Background: an optimization exercise with open tools, aiming at small area and a short achievable clock period. Do not read the settings as production practice.
Where RTL was checked, it was by simulation tests only, not by an equivalence proof against the original.

==> willow: inputs <==
// uart
module uart
#(
    parameter   COUNTER_WIDTH   = 15,
    parameter   DATA_WIDTH      = 16,
    parameter   RX_BUF_SIZE     = 64,
    parameter   TX_BUF_SIZE     = 64,
    parameter   RX_CONFIG_INIT  = {   1'b0, 
                                            2'b00,    
                                            4'd8,
                                            2'b00,      
                                            1'b0,       
                                            15'd2604 },
    parameter   TX_CONFIG_INIT  = {   1'b0, 
                                            2'b00,    
                                            4'd8,
                                            2'b00,      
                                            1'b0,       
                                            15'd2604 },
    parameter   LATENCY         = 0
)
(
    input   wire                        clk,
    input   wire                        ce,
    input   wire                        rst,
    input   wire                        rx_pin,
    output  wire                        tx_pin,
    output  wire    [DATA_WIDTH - 1:0]  rx_data,
    input   wire                        rx_read,
    output  wire                        rx_empty,
    output  wire                        rx_almost_empty,
    output  wire                        rx_full,
    output  wire                        rx_almost_full,
    input   wire    [DATA_WIDTH - 1:0]  tx_data,
    input   wire                        tx_write,
    output  wire                        tx_empty,
    output  wire                        tx_almost_empty,
    output  wire                        tx_full,
    output  wire                        tx_almost_full,
    input   wire [25-1:0] config_value,
    input   wire                        tx_config_valid,
    input   wire                        rx_config_valid
);
==> module fifo, before the edit <==
module fifo #(
    parameter WIDTH    = 16,
    parameter HEAD_REG = 1
)
(
    input   wire                clk,
    input   wire                rst,
    input   wire                re,
    input   wire                we,
    input   wire [WIDTH-1:0]    dataIn,
    output  wire [WIDTH-1:0]    dataOut,
    output  reg                 full_flag,
    output  reg                 almost_full,
    output  reg                 empty_flag,
    output  reg                 almost_empty
);
    reg [6:0] front;
    reg [6:0] back;
    reg [6:0] fill;         
    reg [6:0] front_p2;     
    reg [WIDTH-1:0] buffer [63:0];
    always @(posedge clk)
        if (we)
            buffer[back[5:0]] <= dataIn;
    always @(posedge clk) begin
        if (rst) begin
            front    <= 7'd0;
            back     <= 7'd0;
            fill     <= 7'd0;
            front_p2 <= 7'd2;
        end else begin
            if (re) begin
                front    <= front + 7'd1;
                front_p2 <= front_p2 + 7'd1;
            end
            if (we)
                back <= back + 7'd1;
            if (we && !re)
                fill <= fill + 7'd1;
            else if (re && !we)
                fill <= fill - 7'd1;
        end
    end
    wire fill_0   = fill == 7'd0;
    wire fill_1   = fill == 7'd1;
    wire fill_127 = fill == 7'd127;
    wire fill_63  = fill == 7'd63;
    wire fill_64  = fill == 7'd64;
    wire fill_65  = fill == 7'd65;
    wire ae_0     = front_p2 >= back;                       
    wire ae_1     = back == 7'd127 || front_p2 > back;      
    always @(posedge clk) begin
        empty_flag   <= rst || (we == re ? fill_0  : we ? fill_127 : fill_1);
        full_flag    <= !rst && (we == re ? fill_64 : we ? fill_63  : fill_65);
        almost_full  <= fill == 7'd62 || fill_63 || fill_64;
        almost_empty <= rst || (we ? ae_1 : ae_0);
    end
    generate
        if (HEAD_REG) begin : g_head
            reg  [WIDTH-1:0] r_head;
            reg  [5:0]       r_front_p1;    
            reg  [WIDTH-1:0] w_next;
            integer i;
            always @(*) begin
                w_next = {WIDTH{1'b0}};
                for (i = 0; i < 64; i = i + 1)
                    w_next = w_next | (buffer[i] & {WIDTH{r_front_p1 == i}});
            end
            wire bypass = we && (re ? back[5:0] == r_front_p1 : back[5:0] == front[5:0]);
            always @(posedge clk) begin
                if (bypass)
                    r_head <= dataIn;
                else if (re)
                    r_head <= w_next;
                if (rst)
                    r_front_p1 <= 6'd1;
                else if (re)
                    r_front_p1 <= r_front_p1 + 6'd1;
            end
            assign dataOut = r_head;
        end else begin : g_comb
            reg  [WIDTH-1:0] w_head;
            integer i;
            always @(*) begin
                w_head = {WIDTH{1'b0}};
                for (i = 0; i < 64; i = i + 1)
                    w_head = w_head | (buffer[i] & {WIDTH{front[5:0] == i}});
            end
            assign dataOut = w_head;
        end
    endgenerate
endmodule
Settings: LEC_CHECK=0, CAP_MARGIN=20, CORE_MARGIN=2, CORE_UTILIZATION=60, SETUP_SLACK_MARGIN=5, SLEW_MARGIN=20; clock period 8.0 ns.
run.sh (not shown) runs the stock make flow with config.mk's settings and CLKGATE_MAP_FILE= SYNTH_SCRIPT=/design/flow/synth_recipe.tcl, a recipe that flattens the netlist after the stock synthesis.
==> inputs of yarrow, as changes to willow <==
--- a/flow/design.v
+++ b/flow/design.v
@@ -59,2 +59,22 @@
     end
+    localparam [5:0] RA0 = HEAD_REG ? 6'd1 : 6'd0;
+    reg [7:0] r_ra_lo;
+    reg [7:0] r_ra_hi;
+    always @(posedge clk) begin
+        if (rst) begin
+            r_ra_lo <= 8'd1 << RA0[2:0];
+            r_ra_hi <= 8'd1 << RA0[5:3];
+        end else if (re) begin
+            r_ra_lo <= {r_ra_lo[6:0], r_ra_lo[7]};
+            if (r_ra_lo[7])
+                r_ra_hi <= {r_ra_hi[6:0], r_ra_hi[7]};
+        end
+    end
+    reg [WIDTH-1:0] w_read;
+    integer i;
+    always @(*) begin
+        w_read = {WIDTH{1'b0}};
+        for (i = 0; i < 64; i = i + 1)
+            w_read = w_read | (buffer[i] & {WIDTH{r_ra_lo[i % 8] & r_ra_hi[i / 8]}});
+    end
     generate
@@ -62,11 +82,3 @@
             reg  [WIDTH-1:0] r_head;
-            reg  [5:0]       r_front_p1;    
-            reg  [WIDTH-1:0] w_next;
-            integer i;
-            always @(*) begin
-                w_next = {WIDTH{1'b0}};
-                for (i = 0; i < 64; i = i + 1)
-                    w_next = w_next | (buffer[i] & {WIDTH{r_front_p1 == i}});
-            end
-            wire bypass = we && (re ? back[5:0] == r_front_p1 : back[5:0] == front[5:0]);
+            wire bypass = we && (re ? fill[5:0] == 6'd1 : fill[5:0] == 6'd0);
             always @(posedge clk) begin
@@ -75,7 +87,3 @@
                 else if (re)
-                    r_head <= w_next;
-                if (rst)
-                    r_front_p1 <= 6'd1;
-                else if (re)
-                    r_front_p1 <= r_front_p1 + 6'd1;
+                    r_head <= w_read;
             end
@@ -83,10 +91,3 @@
         end else begin : g_comb
-            reg  [WIDTH-1:0] w_head;
-            integer i;
-            always @(*) begin
-                w_head = {WIDTH{1'b0}};
-                for (i = 0; i < 64; i = i + 1)
-                    w_head = w_head | (buffer[i] & {WIDTH{front[5:0] == i}});
-            end
-            assign dataOut = w_head;
+            assign dataOut = w_read;
         end
--- a/flow/config.mk
+++ b/flow/config.mk
@@ -9,3 +9,5 @@
 export CORE_MARGIN = 2
-export CORE_UTILIZATION = 60
+export CORE_UTILIZATION = 45
+export CTS_CLUSTER_DIAMETER = 60
+export CTS_CLUSTER_SIZE = 25
 export SETUP_SLACK_MARGIN = 5
==> impl_metrics.yaml <==
run_status:
  status: "complete, no violations"
route:
  drt_iter0_markers: 10500
final_layout:
  comb.multi_input.count: 2812
  fill_cells: 16000
synth:
  synthMuxAreaShare_pct: 0.834
  synthAdderAreaFrac_pct: 0.633
setup_path:
  critPathArrivalTime_ns: 1.59
  worst_setup_path_end_kind: "primary output"
  r2r_slack_ns: 4.96
global_routing:
  antenna_found_initial: 5
-- figures above: yarrow

==> impl_metrics.yaml <==
run_status:
  status: "complete, no violations"
route:
  drt_iter0_markers: 10900
setup_path:
  worst_setup_path_end_kind: "flip-flop"
  critPathArrivalTime_ns: 3.90
final_layout:
  comb.multi_input.count: 2738
synth:
  synthMuxAreaShare_pct: 0.733
-- figures above: willow

The RTL of willow was laid out without a check of its function.

[afterwards: timing with drivers on the ports]
Ports are ideal in the flow. The routed layouts listed here were re-timed in OpenROAD. Step 1 assumes that a clkbuf_16 drives the clock port and a buf_2 every other input. Step 2 also shifts input and output timing later by t, the mid clock arrival at the registers, as if the neighbouring blocks saw the same clock. a / b / c = ideal / step 1 / step 2; a / b = the first two.
| run | t (ns) | slack for setup (ns) | hold slack, ns | slew at the worst register clock pin (ns) |
|---|---|---|---|---|
| willow | 0.947 | 4.704 / 4.704 / 4.084 | 0.327 / 0.327 / 0.327 | 0.07 / 0.07 |
| yarrow | 0.918 | 4.810 / 4.733 / 4.150 | 0.327 / 0.327 / 0.327 | 0.10 / 0.10 |
After both steps setup and hold are still met in every run listed. The setup slack of yarrow, which loses most, moves by -0.077 ns with the drivers and by -0.660 ns with both steps.
